Background: an optimization exercise with open tools, aiming at a short achievable clock period and few clock cycles. Do not read the settings as production practice. In this exercise RTL edits were held to simulation tests only and were not proved equivalent to the original.

job 9570:
==> flow/design.v (excerpt) <==
module xmega #(
	parameter PLATFORM = "XILINX",
	parameter  [10 - 1:0]CORE_TYPE = 10'b0111111111,
	parameter ROM_ADDR_WIDTH = 10,
	parameter RAM_ADDR_WIDTH = 14,
	parameter WATCHDOG_CNT_WIDTH = 0,
	parameter VECTOR_INT_TABLE_SIZE = 0
	)(
	input rst,
	input clk,
	output reg[ROM_ADDR_WIDTH - 1:0]pgm_addr,
	input [15:0]pgm_data,
	output reg [RAM_ADDR_WIDTH - 1:0]data_addr,
	output reg [7:0]data_out,
	output reg data_write,
	input [7:0]data_in,
	output reg data_read,
	output reg [5:0]io_addr,
	output reg [7:0]io_out,
	output reg io_write,
	input [7:0]io_in,
	output reg io_read
    );
localparam AW = ROM_ADDR_WIDTH;
localparam DW = RAM_ADDR_WIDTH;
reg [AW-1:0] pa;	 
reg [AW-1:0] pa1;	 
reg [AW-1:0] ea;	 
reg first;		 
reg rsync;		 
reg pa_pred;		 
reg [3:0] bv;
reg [AW-1:0] btag0, btag1, btag2, btag3, btgt0, btgt1, btgt2, btgt3;
reg [1:0] bptr;
reg rv;
reg [15:0] ri;
reg [AW-1:0] rpc1;	 
reg [AW-1:0] rtgt;	 
reg [4:0] ra, rb, wa;
reg [31:0] ra_oh, rb_oh;
reg [15:0] ra_ph, rb_ph;
reg r_dredir;		 
reg [15:0] rw2;		 
reg rw2v;
reg xv;
reg [15:0] xi;
reg [2:0] xs;
reg [AW-1:0] xpc1, xtgt, xret;
reg [4:0] xwa;
reg xeq;		 
reg xbr_done;		 
reg [39:0] xctl;		 
reg [15:0] xw2;
reg [7:0] opA_lo, opA_hi, opB_lo, opB_hi;
reg xioset;		 
reg xw8, xw8_in, xw16, xwstep;
reg [31:0] xw8_oh;
reg [3:0] xw16_p;
reg [15:0] xw16_oh;
reg [1:0] xw16_sel;	 
reg [31:0] m_oh, w_oh;
reg [7:0] SREG;
reg [DW-1:0] SP;
reg [15:0] mul_p;
reg [7:0] ret_hi, ret_lo;
reg [AW-1:0] ras0, ras1;	 
reg lpm_sel;
reg [4:0] lpm_rd;
reg m_rdreq;		 
reg m_v;		 
reg [4:0] m_r;
reg w_v;		 
reg [4:0] w_r;
reg w_pgm;		 
reg w_hi;
reg [7:0] R [0:31];
wire [15:0] w = pgm_data;
wire d_2op_we, d_2op, d_imm_we, d_1op, d_1op_we, d_bld, d_we8, d_movw, d_mulf, d_adiw, d_ldp, d_stp, d_ldd, d_std,
     d_push, d_pop, d_lds, d_sts, d_lpmz, d_lpm0, d_rjmp, d_rcall, d_br, d_jmp, d_call, d_ijmp, d_icall, d_ret,
     d_cpse, d_sbrx, d_in, d_out, d_cbi, d_2w;
wire [3:0] d_pidx;
  ...
Settings: LEC_CHECK=0, CAP_MARGIN=30, CORE_MARGIN=2, CORE_UTILIZATION=30, SLEW_MARGIN=30; clock period 14.0 ns.
standard.sh (not shown) runs the stock make flow with config.mk's settings and CLKGATE_MAP_FILE= SYNTH_SCRIPT=/design/flow/synth_recipe.tcl, a recipe that flattens the netlist after the stock synthesis.
==> flow/flow/run.sh <==
#!/bin/bash
# Standard layout (the standard.sh: ORFS synthesis through finish) with a larger
# setup-slack margin for ORFS's timing repair, so that repair keeps improving paths
# that already meet the design's clock period. The SDC and every other setting are
# the standard ones. Each tool's output is in orfs/logs/; make's output in flow_make.log.
set -uo pipefail
MARGIN=$(cat flow/margin.txt 2>/dev/null || echo 8)
bash standard.sh SETUP_SLACK_MARGIN=$MARGIN finish > flow_make.log 2>&1
rc=$?
tail -50 flow_make.log
exit $rc
==> flow/flow/margin.txt <==
10
Testbench counts of job 9570, summed over its fixed seeds: cycles 106,822.
Input changes introduced in job 5599 (baseline for comparison: job 9570):
diff --git a/flow/design.v b/flow/design.v
--- a/flow/design.v
+++ b/flow/design.v
@@ -618,26 +618,24 @@
 wire [AW-1:0] fa_inc = fa + 1'b1;
 wire lpm_fetch = xv & (x_lpmz | x_lpm0) & (xs == 3'd0);
 wire [3:0] bhit = bv & {btag3 == fa, btag2 == fa, btag1 == fa, btag0 == fa};
 wire btb_hit = |bhit;
 wire [AW-1:0] btb_t = ({AW{bhit[0]}} & btgt0) | ({AW{bhit[1]}} & btgt1) | ({AW{bhit[2]}} & btgt2) | ({AW{bhit[3]}} & btgt3);
 wire d_jump = dcons & d_redir & ~pa_pred;	 
 wire btb_ins = d_jump & ~d_ret;
-reg [AW-1:0] ea_o;
+reg [AW-1:0] ea_n;
 reg eq_n;
 always @*
 begin
-	if(xredir) begin ea_o = xtarget; eq_n = 1'b0; end
-	else if(rr_redir) begin ea_o = rr_target; eq_n = 1'b0; end
-	else if(dcons) begin ea_o = pa1; eq_n = d_redir ? pa_pred : (fa == pa1); end
-	else if(w2cap) begin ea_o = r_jc ? w[AW-1:0] : pa1; eq_n = (fa == pa1); end
-	else begin ea_o = ea; eq_n = (fa == ea); end
+	if(xredir) begin ea_n = xtarget; eq_n = 1'b0; end
+	else if(rr_redir) begin ea_n = rr_target; eq_n = 1'b0; end
+	else if(dcons) begin ea_n = d_redir ? dtgt : pa1; eq_n = d_redir ? pa_pred : (fa == pa1); end
+	else if(w2cap) begin ea_n = r_jc ? w[AW-1:0] : pa1; eq_n = (fa == pa1); end
+	else begin ea_n = ea; eq_n = (fa == ea); end
 end
-wire d_tgt_sel = dcons & d_redir;
-wire [AW-1:0] ea_n = d_tgt_sel ? dtgt : ea_o;
 wire r_n1 = ~(r_mulf | r_rcall | r_icall | r_call | r_lpmz | r_lpm0 | r_ret);
 wire [2:0] xs_n = xs + 3'd1;
 wire x_free_n = xcons ? r_n1 : (~xv | x_last | (xs_n == x_lastst));
 wire r_valid_n = dcons | (rv & ~xcons & ~squash & ~xredir);
 wire r_w2_n = (dcons & d_2w) | (r_needw2 & ~w2cap & ~xredir);
 wire acc_pred = r_w2_n | ~r_valid_n | x_free_n;
 always @(posedge clk)
@@ -717,25 +715,25 @@
 		io_read <= 1'b0;
 	end
 	else
 	begin
 		first <= 1'b0;
 		ea <= ea_n;
 		pa_pred <= 1'b0;
-		if(d_tgt_sel & ~lpm_fetch & ~(pa_pred & acc_pred)) pgm_addr <= dtgt;
-		else if(lpm_fetch) pgm_addr <= ptr[AW:1];
+		if(lpm_fetch) pgm_addr <= ptr[AW:1];
 		else if(xredir) pgm_addr <= xtarget;
 		else if(rr_redir) pgm_addr <= rr_target;
+		else if(d_jump) pgm_addr <= dtgt;
 		else if(w2cap & r_jc) pgm_addr <= w[AW-1:0];
 		else if(eq_n & acc_pred)
 		begin
 			pgm_addr <= btb_hit ? btb_t : fa_inc;
 			pa_pred <= btb_hit;
 		end
-		else pgm_addr <= ea_o;
+		else pgm_addr <= ea_n;
 		if(btb_ins)
 		begin
 			bv[bptr] <= 1'b1;
 			bptr <= bptr + 2'd1;
 			case(bptr)
 			2'd0: begin btag0 <= pa; btgt0 <= dtgt; end
 			2'd1: begin btag1 <= pa; btgt1 <= dtgt; end
==> comparison <==
- Instance count after placement with tap cells included, job 5599 and job 9570: lower on job 9570
- Job 5599 against job 9570: die area went down; final cell count went up; number of gates on the worst path with buffers counted went down; first-pass GRT wire length went up.
- Of the two values seen for capturing instance or port of the critical path, pgm_addr[9]$_DFF_PP0_ was produced by job 5599 and R[22][7]$_DFFE_PP_ by job 9570.
- Job 9570 -> job 5599: synthesized net count flat
- Across both runs, total number of nets in the final design was higher for job 5599 than for job 9570.
- Diff job 9570 -> job 5599: cell count of the worst reg-to-reg path rose by 3; final clock skew fell by 32 ps; portion of the layout cell area used by non-clock buffers rose by 2.5 points.
Testbench counts of job 5599, summed over its fixed seeds: cycles 106,822.

afterwards: timing with drivers on the ports:
No port has a modelled driver above. Below, the same layouts with a new extraction and two added sets of constraints. Step 1, drivers: a clkbuf_16 drives clk and a buf_2 each remaining input, both assumed. Step 2 adds t to the input delays and takes it off the output delays; t is the mean of the earliest and latest rising clock arrival at the registers after step 1. Input paths then give back, and output paths get back, about the clock's delay inside the block. Three values: ideal, step 1, step 2; two values: the first two.
run | t, ns | setup slack, ns | latest minus earliest clock arrival (ns)
job 9570 | 0.859 | 8.820 / 8.820 / 8.263 | 0.072 / 0.071
job 5599 | 0.853 | 8.989 / 9.038 / 8.185 | 0.042 / 0.043
After both steps setup and hold are still met in every run listed. For job 5599, which loses most, drivers alone change the setup slack by +0.049 ns; drivers and shift together by -0.804 ns.
